From an optimization exercise on the open Yosys and OpenROAD flow, aimed at small area and a short achievable clock period; shortcuts taken in it are not production practice.
Where RTL was checked, it was by simulation tests only, not by an equivalence proof against the original.
Power is estimated from default activity; no workload was simulated.

## datapath
module datapath(
	input clk,
	input clr,
	input RW,
	input [3:0] DA,
	input [3:0] AA,
	input [3:0] BA,
	input MB,
	input [2:0] FS,
	input MD,
	input [15:0] const_in,
	input [15:0] data_in,
	output [15:0] addr_out,
	output [15:0] data_out,
	output [15:0] f_out,
	output zero_flag
	);
Size: about 1200 cells after synthesis, ~0.012 mm2 of cells after synthesis.
==> module rd_mux17, before the edit <==
module rd_mux17(input [16:0] d, input [16:0] s, output y);
	wire [6:0] t;
	wire n0, n1;
	aoi222 g0(d[0], s[0], d[1], s[1], d[2], s[2], t[0]);
	aoi222 g1(d[3], s[3], d[4], s[4], d[5], s[5], t[1]);
	aoi222 g2(d[6], s[6], d[7], s[7], d[8], s[8], t[2]);
	aoi222 g3(d[9], s[9], d[10], s[10], d[11], s[11], t[3]);
	aoi222 g4(d[12], s[12], d[13], s[13], d[14], s[14], t[4]);
	nand2g g5(d[15], s[15], t[5]);
	nand2g g6(d[16], s[16], t[6]);
	nand3g c0(t[0], t[1], t[2], n0);
	nand4g c1(t[3], t[4], t[5], t[6], n1);
	or2g c2(n0, n1, y);
endmodule
==> module datapath, before the edit <==
module datapath(
	input clk,
	input clr,
	input RW,
	input [3:0] DA,
	input [3:0] AA,
	input [3:0] BA,
	input MB,
	input [2:0] FS,
	input MD,
	input [15:0] const_in,
	input [15:0] data_in,
	output [15:0] addr_out,
	output [15:0] data_out,
	output [15:0] f_out,
	output zero_flag
	);
	wire [15:0] F;
	wire [15:0] Dw = MD ? data_in : F;
	wire [15:0] dec = 16'd1 << DA;
	wire [15:0] selA0, selA1, selB0, selB1;
	dec4 da0(.a(AA), .y(selA0));
	dec4 da1(.a(AA), .y(selA1));
	dec4off db0(.a(BA), .off(MB), .y(selB0));
	dec4off db1(.a(BA), .off(MB), .y(selB1));
	wire [15:0] A, An, B;
	wire [15:0] rd [0:15];
	genvar i, j;
	generate
		for (i = 0; i < 16; i = i + 1) begin: regs
			reg [15:0] q;
			wire [15:0] nq;
			wire we = ~clr & RW & dec[i];
			wire hold = ~clr & ~(RW & dec[i]);
			for (j = 0; j < 16; j = j + 1) begin: bits
				hold_mux m(.we(we), .hold(hold), .d(Dw[j]), .q(q[j]), .y(nq[j]));
				assign rd[j][i] = q[j];
			end
			always @(posedge clk)
				q <= nq;
		end
		for (j = 0; j < 16; j = j + 1) begin: rports
			rd_mux16 ma(.d(rd[j]), .s(j < 8 ? selA0 : selA1), .y(A[j]), .yn(An[j]));
			rd_mux17 mb(.d({const_in[j], rd[j]}), .s({MB, j < 8 ? selB0 : selB1}), .y(B[j]));
		end
	endgenerate
	wire inv = ~FS[2] & ~FS[1] & FS[0];
	wire [15:0] nbx;
	generate
		for (j = 0; j < 16; j = j + 1) begin: opb
			gen_p g(.a(B[j]), .nb(inv), .p(nbx[j]));
		end
	endgenerate
	wire z;
	FunctionalUnit FU(.FS(FS), .A(A), .An(An), .B(B), .nbx(nbx), .zero_flag(z), .out(F));
	assign addr_out = A;
	assign data_out = B;
	assign f_out = F;
	assign zero_flag = z;
endmodule
export LEC_CHECK = 0
export CAP_MARGIN = 20
export CORE_MARGIN = 2
export CORE_UTILIZATION = 55
export SLEW_MARGIN = 20
export SYNTH_HIERARCHICAL = 1
create_clock -name core_clock -period 17.0 [get_ports {clk}]
standard.sh (not shown) runs the stock make flow with config.mk's settings and CLKGATE_MAP_FILE= SYNTH_SCRIPT=/design/flow/synth_recipe.tcl, a recipe that flattens the netlist after the stock synthesis.
==> flow/flow/run.sh <==
#!/bin/bash
# Standard layout, with plain buffers (not delay cells) on the ports and a
# smaller clock tree without dummy loads.
set -euo pipefail
export BUFFER_PORTS_ARGS="-buffer_cell sky130_fd_sc_hd__buf_2"
export CTS_ARGS="-sink_clustering_enable -repair_clock_nets -dont_use_dummy_load -buf_list {sky130_fd_sc_hd__clkbuf_8} -sink_clustering_size 14 -sink_clustering_max_diameter 80"
export SETUP_SLACK_MARGIN=6.6
export SETUP_MOVE_SEQUENCE=sizeup,swap
bash standard.sh > standard_flow.log 2>&1
The baseline finished with timing, DRC and antenna clean.
Rerun with:
--- a/flow/design.v
+++ b/flow/design.v
@@ -103,6 +103,12 @@
 module nand4g(input a, input b, input c, input d, output y);
 	assign y = ~(a & b & c & d);
 endmodule
+module a221og(input a0, input a1, input b0, input b1, input c, output y);
+	assign y = (a0 & a1) | (b0 & b1) | c;
+endmodule
+module and2g(input a, input b, output y);
+	assign y = a & b;
+endmodule
 module or2g(input a, input b, output y);
 	assign y = a | b;
 endmodule
@@ -123,8 +129,8 @@
 	or2g c2(n0, n1, y);
 	nor2g c3(n0, n1, yn);
 endmodule
-module rd_mux17(input [16:0] d, input [16:0] s, output y);
-	wire [6:0] t;
+module rd_mux16c(input [15:0] d, input [15:0] s, input nmb, input mc, output y);
+	wire [5:0] t;
 	wire n0, n1;
 	aoi222 g0(d[0], s[0], d[1], s[1], d[2], s[2], t[0]);
 	aoi222 g1(d[3], s[3], d[4], s[4], d[5], s[5], t[1]);
@@ -132,10 +138,9 @@
 	aoi222 g3(d[9], s[9], d[10], s[10], d[11], s[11], t[3]);
 	aoi222 g4(d[12], s[12], d[13], s[13], d[14], s[14], t[4]);
 	nand2g g5(d[15], s[15], t[5]);
-	nand2g g6(d[16], s[16], t[6]);
 	nand3g c0(t[0], t[1], t[2], n0);
-	nand4g c1(t[3], t[4], t[5], t[6], n1);
-	or2g c2(n0, n1, y);
+	nand3g c1(t[3], t[4], t[5], n1);
+	a221og c2(nmb, n0, nmb, n1, mc, y);
 endmodule
 module nand2bg(input an, input b, output y);
 	assign y = ~(~an & b);
@@ -207,8 +212,10 @@
 	wire [15:0] selA0, selA1, selB0, selB1;
 	dec4 da0(.a(AA), .y(selA0));
 	dec4 da1(.a(AA), .y(selA1));
-	dec4off db0(.a(BA), .off(MB), .y(selB0));
-	dec4off db1(.a(BA), .off(MB), .y(selB1));
+	dec4 db0(.a(BA), .y(selB0));
+	dec4 db1(.a(BA), .y(selB1));
+	wire nMB = ~MB;
+	wire [15:0] mc;
 	wire [15:0] A, An, B;
 	wire [15:0] rd [0:15];
 	genvar i, j;
@@ -227,7 +234,8 @@
 		end
 		for (j = 0; j < 16; j = j + 1) begin: rports
 			rd_mux16 ma(.d(rd[j]), .s(j < 8 ? selA0 : selA1), .y(A[j]), .yn(An[j]));
-			rd_mux17 mb(.d({const_in[j], rd[j]}), .s({MB, j < 8 ? selB0 : selB1}), .y(B[j]));
+			and2g gm(.a(MB), .b(const_in[j]), .y(mc[j]));
+			rd_mux16c mb(.d(rd[j]), .s(j < 8 ? selB0 : selB1), .nmb(nMB), .mc(mc[j]), .y(B[j]));
 		end
 	endgenerate
 	wire inv = ~FS[2] & ~FS[1] & FS[0];
The changed run finished with timing, DRC and antenna clean. Total power hardly moves. Synthesized cell count hardly moves. Area after synthesis rose by 0.54%. Die area increases by 0.53%. Cell count stays flat. First-iteration DRC count came out lower by 10%. Cell area grows by 0.33%. Setup slack got worse by 0.039 ns. Critical path depth is higher by 2. Via count shrinks by 1.1%. Hold slack is about the same. Sequential share of layout area fell by 0.12 points. Register-to-register slack gets worse by 0.15 ns. Global-route usage shrinks by 1.1 points.
For the second run of this note, only the layout was checked, not whether the RTL still works.


The RTL this note starts from:
==> flow/design.v <==
`timescale 1ns / 1ps
module FunctionalUnit(FS, A, An, B, nbx, zero_flag, out);
	input [2:0] FS;
	input [15:0] A, An, B;	 
	input [15:0] nbx;	 
	output zero_flag;
	output [15:0] out;
	wire inv = ~FS[2] & ~FS[1] & FS[0];
	reg ksum, kl, kr, kL, kg, kp, kna;
	always @(*) begin
		{ksum, kl, kr, kL, kg, kp, kna} = 7'b0;
		case (FS)
			3'b000: {ksum, kg, kp} = 3'b111;
			3'b001: ksum = 1'b1;
			3'b010: {kL, kg} = 2'b11;
			3'b011: {kL, kg, kp} = 3'b111;
			3'b100: {kL, kp} = 2'b11;
			3'b101: {kL, kna} = 2'b11;
			3'b110: {kl, kg} = 2'b11;
			default: {kr, kg, kp} = 3'b111;
		endcase
	end
	wire [15:0] g, p, t, L, c;
	wire [17:0] Ae = {A[15], A, 1'b0};
	genvar i;
	generate
		for (i = 0; i < 16; i = i + 1) begin: sl
			nor2g gg(.a(An[i]), .b(nbx[i]), .y(g[i]));
			xor2g gp(.a(An[i]), .b(nbx[i]), .y(p[i]));
			nand2g gt(.a(An[i]), .b(nbx[i]), .y(t[i]));
			alu_out fo(.ksum(ksum), .kL(kL), .kl(kl), .kr(kr), .kg(kg), .kp(kp), .kna(kna),
				.a(A[i]), .g(g[i]), .p(p[i]), .c(c[i]),
				.al(Ae[i]), .ar(Ae[i+2]), .L(L[i]), .f(out[i]));
		end
	endgenerate
	prefix_carry PC(.g(g), .p(t), .cin(inv), .c(c));
	assign zero_flag = inv ? ((&p) & (|B)) : ~|L;
endmodule
module prefix_carry(input [15:0] g, input [15:0] p, input cin, output [15:0] c);
	wire [15:0] G0, P0, G1, P1, G2, P2, G3, P3;
	genvar i;
	generate
		for (i = 0; i < 16; i = i + 1) begin: lv
			if (i == 0) begin: b0
				assign G0[i] = g[0] | (p[0] & cin);
				assign P0[i] = 1'b0;
			end else begin: bn
				assign G0[i] = g[i];
				assign P0[i] = p[i];
			end
			if (i[0]) begin: l1
				assign G1[i] = G0[i] | (P0[i] & G0[i-1]);
				assign P1[i] = P0[i] & P0[i-1];
			end else begin: l1n
				assign G1[i] = G0[i];
				assign P1[i] = P0[i];
			end
			if (i[1]) begin: l2
				assign G2[i] = G1[i] | (P1[i] & G1[(i & ~1) - 1]);
				assign P2[i] = P1[i] & P1[(i & ~1) - 1];
			end else begin: l2n
				assign G2[i] = G1[i];
				assign P2[i] = P1[i];
			end
			if (i[2]) begin: l3
				assign G3[i] = G2[i] | (P2[i] & G2[(i & ~3) - 1]);
				assign P3[i] = P2[i] & P2[(i & ~3) - 1];
			end else begin: l3n
				assign G3[i] = G2[i];
				assign P3[i] = P2[i];
			end
		end
		assign c[0] = cin;
		for (i = 1; i < 16; i = i + 1) begin: co
			if (i - 1 >= 8)
				assign c[i] = G3[i-1] | (P3[i-1] & G3[7]);
			else
				assign c[i] = G3[i-1];
		end
	endgenerate
endmodule
module alu_out(input ksum, input kL, input kl, input kr, input kg, input kp, input kna,
	input a, input g, input p, input c, input al, input ar, output L, output f);
	assign L = (g & kg) | (p & kp) | (~a & kna);
	assign f = ((p ^ c) & ksum) | (L & kL) | (al & kl) | (ar & kr);
endmodule
`timescale 1ns / 1ps
module hold_mux(input we, input hold, input d, input q, output y);
	assign y = (we & d) | (hold & q);
endmodule
module aoi222(input a0, input a1, input b0, input b1, input c0, input c1, output y);
	assign y = ~((a0 & a1) | (b0 & b1) | (c0 & c1));
endmodule
module nand2g(input a, input b, output y);
	assign y = ~(a & b);
endmodule
module nand3g(input a, input b, input c, output y);
	assign y = ~(a & b & c);
endmodule
module nand4g(input a, input b, input c, input d, output y);
	assign y = ~(a & b & c & d);
endmodule
module a221oig(input a0, input a1, input b0, input b1, input c, output y);
	assign y = ~((a0 & a1) | (b0 & b1) | c);
endmodule
module invg(input a, output y);
	assign y = ~a;
endmodule
module xor2g(input a, input b, output y);
	assign y = a ^ b;
endmodule
module and2g(input a, input b, output y);
	assign y = a & b;
endmodule
module or2g(input a, input b, output y);
	assign y = a | b;
endmodule
module nor2g(input a, input b, output y);
	assign y = ~(a | b);
endmodule
module rd_mux16(input [15:0] d, input [15:0] s, output y, output yn);
	wire [5:0] t;
	wire n0, n1;
	aoi222 g0(d[0], s[0], d[1], s[1], d[2], s[2], t[0]);
	aoi222 g1(d[3], s[3], d[4], s[4], d[5], s[5], t[1]);
	aoi222 g2(d[6], s[6], d[7], s[7], d[8], s[8], t[2]);
	aoi222 g3(d[9], s[9], d[10], s[10], d[11], s[11], t[3]);
	aoi222 g4(d[12], s[12], d[13], s[13], d[14], s[14], t[4]);
	nand2g g5(d[15], s[15], t[5]);
	nand3g c0(t[0], t[1], t[2], n0);
	nand3g c1(t[3], t[4], t[5], n1);
	or2g c2(n0, n1, y);
	nor2g c3(n0, n1, yn);
endmodule
module rd_mux16c(input [15:0] d, input [15:0] s, input nmb, input mc, output yn);
	wire [5:0] t;
	wire n0, n1;
	aoi222 g0(d[0], s[0], d[1], s[1], d[2], s[2], t[0]);
	aoi222 g1(d[3], s[3], d[4], s[4], d[5], s[5], t[1]);
	aoi222 g2(d[6], s[6], d[7], s[7], d[8], s[8], t[2]);
	aoi222 g3(d[9], s[9], d[10], s[10], d[11], s[11], t[3]);
	aoi222 g4(d[12], s[12], d[13], s[13], d[14], s[14], t[4]);
	nand2g g5(d[15], s[15], t[5]);
	nand3g c0(t[0], t[1], t[2], n0);
	nand3g c1(t[3], t[4], t[5], n1);
	a221oig c2(nmb, n0, nmb, n1, mc, yn);
endmodule
module nand2bg(input an, input b, output y);
	assign y = ~(~an & b);
endmodule
module or3g(input a, input b, input c, output y);
	assign y = a | b | c;
endmodule
module or3bg(input a, input b, input cn, output y);
	assign y = a | b | ~cn;
endmodule
module nand3bg(input an, input b, input c, output y);
	assign y = ~(~an & b & c);
endmodule
module predec2(input [1:0] a, output [3:0] yn);
	or2g p0(a[1], a[0], yn[0]);
	nand2bg p1(a[1], a[0], yn[1]);
	nand2bg p2(a[0], a[1], yn[2]);
	nand2g p3(a[1], a[0], yn[3]);
endmodule
module predec2off(input [1:0] a, input off, output [3:0] yn);
	or3g p0(a[1], a[0], off, yn[0]);
	or3bg p1(a[1], off, a[0], yn[1]);
	or3bg p2(a[0], off, a[1], yn[2]);
	nand3bg p3(off, a[1], a[0], yn[3]);
endmodule
module dec4(input [3:0] a, output [15:0] y);
	wire [3:0] lo, hi;
	predec2 pl(a[1:0], lo);
	predec2 ph(a[3:2], hi);
	genvar k;
	generate
		for (k = 0; k < 16; k = k + 1) begin: o
			nor2g g(lo[k % 4], hi[k / 4], y[k]);
		end
	endgenerate
endmodule
module dec4off(input [3:0] a, input off, output [15:0] y);
	wire [3:0] lo, hi;
	predec2 pl(a[1:0], lo);
	predec2off ph(a[3:2], off, hi);
	genvar k;
	generate
		for (k = 0; k < 16; k = k + 1) begin: o
			nor2g g(lo[k % 4], hi[k / 4], y[k]);
		end
	endgenerate
endmodule
`timescale 1ns / 1ps
module datapath(
	input clk,
	input clr,
	input RW,
	input [3:0] DA,
	input [3:0] AA,
	input [3:0] BA,
	input MB,
	input [2:0] FS,
	input MD,
	input [15:0] const_in,
	input [15:0] data_in,
	output [15:0] addr_out,
	output [15:0] data_out,
	output [15:0] f_out,
	output zero_flag
	);
	wire [15:0] F;
	wire [15:0] Dw;
	wire nMD = ~MD;
	wire [15:0] dec = 16'd1 << DA;
	wire [15:0] selA0, selA1, selB0, selB1;
	dec4 da0(.a(AA), .y(selA0));
	dec4 da1(.a(AA), .y(selA1));
	dec4 db0(.a(BA), .y(selB0));
	dec4 db1(.a(BA), .y(selB1));
	wire nMB = ~MB;
	wire [15:0] mc;
	wire [15:0] A, An, B, Bn;
	wire [15:0] rd [0:15];
	genvar i, j;
	generate
		for (i = 0; i < 16; i = i + 1) begin: regs
			reg [15:0] q;
			wire [15:0] nq;
			wire we = ~clr & RW & dec[i];
			wire hold = ~clr & ~(RW & dec[i]);
			for (j = 0; j < 16; j = j + 1) begin: bits
				hold_mux m(.we(we), .hold(hold), .d(Dw[j]), .q(q[j]), .y(nq[j]));
				assign rd[j][i] = q[j];
			end
			always @(posedge clk)
				q <= nq;
		end
		for (j = 0; j < 16; j = j + 1) begin: wdata
			hold_mux m(.we(MD), .hold(nMD), .d(data_in[j]), .q(F[j]), .y(Dw[j]));
		end
		for (j = 0; j < 16; j = j + 1) begin: rports
			rd_mux16 ma(.d(rd[j]), .s(j < 8 ? selA0 : selA1), .y(A[j]), .yn(An[j]));
			and2g gm(.a(MB), .b(const_in[j]), .y(mc[j]));
			rd_mux16c mb(.d(rd[j]), .s(j < 8 ? selB0 : selB1), .nmb(nMB), .mc(mc[j]), .yn(Bn[j]));
			invg bi(.a(Bn[j]), .y(B[j]));
		end
	endgenerate
	wire inv = ~FS[2] & ~FS[1] & FS[0];
	wire [15:0] nbx;
	generate
		for (j = 0; j < 16; j = j + 1) begin: opb
			xor2g g(.a(Bn[j]), .b(inv), .y(nbx[j]));
		end
	endgenerate
	wire z;
	FunctionalUnit FU(.FS(FS), .A(A), .An(An), .B(B), .nbx(nbx), .zero_flag(z), .out(F));
	assign addr_out = A;
	assign data_out = B;
	assign f_out = F;
	assign zero_flag = z;
endmodule
export LEC_CHECK = 0
export CAP_MARGIN = 20
export CORE_MARGIN = 2
export CORE_UTILIZATION = 65
export SLEW_MARGIN = 20
export SYNTH_HIERARCHICAL = 1
create_clock -name core_clock -period 17.0 [get_ports {clk}]
==> flow/flow/run.sh <==
#!/bin/bash
# Standard layout, with plain buffers (not delay cells) on the ports and a
# smaller clock tree without dummy loads.
set -euo pipefail
export BUFFER_PORTS_ARGS="-buffer_cell sky130_fd_sc_hd__buf_1"
export CTS_ARGS="-sink_clustering_enable -repair_clock_nets -dont_use_dummy_load -buf_list {sky130_fd_sc_hd__clkbuf_8} -sink_clustering_size 14 -sink_clustering_max_diameter 80"
export SETUP_SLACK_MARGIN=7.5
export SETUP_MOVE_SEQUENCE=sizeup,swap
bash standard.sh > standard_flow.log 2>&1
Rerun with:
--- a/flow/design.v
+++ b/flow/design.v
@@ -23,13 +23,13 @@
 	wire [15:0] g, p, t, L, c;
 	wire [17:0] Ae = {A[15], A, 1'b0};
 	genvar i;
 	generate
 		for (i = 0; i < 16; i = i + 1) begin: sl
 			nor2g gg(.a(An[i]), .b(nbx[i]), .y(g[i]));
-			xor2g gp(.a(An[i]), .b(nbx[i]), .y(p[i]));
+			gen_p gp(.a(A[i]), .nb(nbx[i]), .p(p[i]));
 			nand2g gt(.a(An[i]), .b(nbx[i]), .y(t[i]));
 			alu_out fo(.ksum(ksum), .kL(kL), .kl(kl), .kr(kr), .kg(kg), .kp(kp), .kna(kna),
 				.a(A[i]), .g(g[i]), .p(p[i]), .c(c[i]),
 				.al(Ae[i]), .ar(Ae[i+2]), .L(L[i]), .f(out[i]));
 		end
 	endgenerate
@@ -76,12 +76,15 @@
 				assign c[i] = G3[i-1] | (P3[i-1] & G3[7]);
 			else
 				assign c[i] = G3[i-1];
 		end
 	endgenerate
 endmodule
+module gen_p(input a, input nb, output p);
+	assign p = ~(a ^ nb);
+endmodule
 module alu_out(input ksum, input kL, input kl, input kr, input kg, input kp, input kna,
 	input a, input g, input p, input c, input al, input ar, output L, output f);
 	assign L = (g & kg) | (p & kp) | (~a & kna);
 	assign f = ((p ^ c) & ksum) | (L & kL) | (al & kl) | (ar & kr);
 endmodule
 `timescale 1ns / 1ps
@@ -97,20 +100,14 @@
 module nand3g(input a, input b, input c, output y);
 	assign y = ~(a & b & c);
 endmodule
 module nand4g(input a, input b, input c, input d, output y);
 	assign y = ~(a & b & c & d);
 endmodule
-module a221oig(input a0, input a1, input b0, input b1, input c, output y);
-	assign y = ~((a0 & a1) | (b0 & b1) | c);
-endmodule
-module invg(input a, output y);
-	assign y = ~a;
-endmodule
-module xor2g(input a, input b, output y);
-	assign y = a ^ b;
+module a221og(input a0, input a1, input b0, input b1, input c, output y);
+	assign y = (a0 & a1) | (b0 & b1) | c;
 endmodule
 module and2g(input a, input b, output y);
 	assign y = a & b;
 endmodule
 module or2g(input a, input b, output y);
 	assign y = a | b;
@@ -129,24 +126,24 @@
 	nand2g g5(d[15], s[15], t[5]);
 	nand3g c0(t[0], t[1], t[2], n0);
 	nand3g c1(t[3], t[4], t[5], n1);
 	or2g c2(n0, n1, y);
 	nor2g c3(n0, n1, yn);
 endmodule
-module rd_mux16c(input [15:0] d, input [15:0] s, input nmb, input mc, output yn);
+module rd_mux16c(input [15:0] d, input [15:0] s, input nmb, input mc, output y);
 	wire [5:0] t;
 	wire n0, n1;
 	aoi222 g0(d[0], s[0], d[1], s[1], d[2], s[2], t[0]);
 	aoi222 g1(d[3], s[3], d[4], s[4], d[5], s[5], t[1]);
 	aoi222 g2(d[6], s[6], d[7], s[7], d[8], s[8], t[2]);
 	aoi222 g3(d[9], s[9], d[10], s[10], d[11], s[11], t[3]);
 	aoi222 g4(d[12], s[12], d[13], s[13], d[14], s[14], t[4]);
 	nand2g g5(d[15], s[15], t[5]);
 	nand3g c0(t[0], t[1], t[2], n0);
 	nand3g c1(t[3], t[4], t[5], n1);
-	a221oig c2(nmb, n0, nmb, n1, mc, yn);
+	a221og c2(nmb, n0, nmb, n1, mc, y);
 endmodule
 module nand2bg(input an, input b, output y);
 	assign y = ~(~an & b);
 endmodule
 module or3g(input a, input b, input c, output y);
 	assign y = a | b | c;
@@ -217,13 +214,13 @@
 	dec4 da0(.a(AA), .y(selA0));
 	dec4 da1(.a(AA), .y(selA1));
 	dec4 db0(.a(BA), .y(selB0));
 	dec4 db1(.a(BA), .y(selB1));
 	wire nMB = ~MB;
 	wire [15:0] mc;
-	wire [15:0] A, An, B, Bn;
+	wire [15:0] A, An, B;
 	wire [15:0] rd [0:15];
 	genvar i, j;
 	generate
 		for (i = 0; i < 16; i = i + 1) begin: regs
 			reg [15:0] q;
 			wire [15:0] nq;
@@ -239,21 +236,20 @@
 		for (j = 0; j < 16; j = j + 1) begin: wdata
 			hold_mux m(.we(MD), .hold(nMD), .d(data_in[j]), .q(F[j]), .y(Dw[j]));
 		end
 		for (j = 0; j < 16; j = j + 1) begin: rports
 			rd_mux16 ma(.d(rd[j]), .s(j < 8 ? selA0 : selA1), .y(A[j]), .yn(An[j]));
 			and2g gm(.a(MB), .b(const_in[j]), .y(mc[j]));
-			rd_mux16c mb(.d(rd[j]), .s(j < 8 ? selB0 : selB1), .nmb(nMB), .mc(mc[j]), .yn(Bn[j]));
-			invg bi(.a(Bn[j]), .y(B[j]));
+			rd_mux16c mb(.d(rd[j]), .s(j < 8 ? selB0 : selB1), .nmb(nMB), .mc(mc[j]), .y(B[j]));
 		end
 	endgenerate
 	wire inv = ~FS[2] & ~FS[1] & FS[0];
 	wire [15:0] nbx;
 	generate
 		for (j = 0; j < 16; j = j + 1) begin: opb
-			xor2g g(.a(Bn[j]), .b(inv), .y(nbx[j]));
+			gen_p g(.a(B[j]), .nb(inv), .p(nbx[j]));
 		end
 	endgenerate
 	wire z;
 	FunctionalUnit FU(.FS(FS), .A(A), .An(An), .B(B), .nbx(nbx), .zero_flag(z), .out(F));
 	assign addr_out = A;
 	assign data_out = B;
Effect: Routed wire length barely changes. Synthesized cell count falls slightly. Synthesized area falls slightly. Final area falls slightly. Setup slack gains 120 ps. Count of clock-buffer cells in the layout stays the same. First-iteration DRC count rises by a little under a tenth. Core utilization stays flat. Die area falls slightly. Non-clock buffer count rises by 2. Worst hold slack stays flat. Register-to-register slack gains 50 ps. Global-route usage rises by 0.28 points. Combinational power hardly moves.
Function not checked in the first run of this note: the RTL went through the layout flow alone.

==> separate check: timing with driven ports <==
How much do the figures lean on ideal ports? The routed layouts below were timed once more, with nothing changed but the port constraints.
Step 1 assumes that a clkbuf_16 drives the clock port and a buf_2 every other input.
Step 2 moves the port delays by t, midway between the first and last clock arrival at a register: inputs arrive t later, outputs are due t later. That takes back most of the time a late clock gives input paths.
Three values: ideal ports, drivers, drivers and shift; two values: the first two.
run	t (ns)	setup WS [ns]	worst setup path at the end	worst slew at a driven data input, ns
the first run of note 1	0.582	6.643 / 6.619 / 6.619	input to output	0.04
the second run of note 1	0.579	6.604 / 6.561 / 6.561	input to output	0.09
the first run of note 2	0.591	6.668 / 6.637 / 6.637	input to output	0.07
the second run of note 2	0.599	6.784 / 6.710 / 6.710	input to output	0.10
After both steps every run listed still meets setup and hold. For the second run of note 2, which loses most, drivers alone change the setup slack by -0.074 ns; drivers and shift together by -0.074 ns.
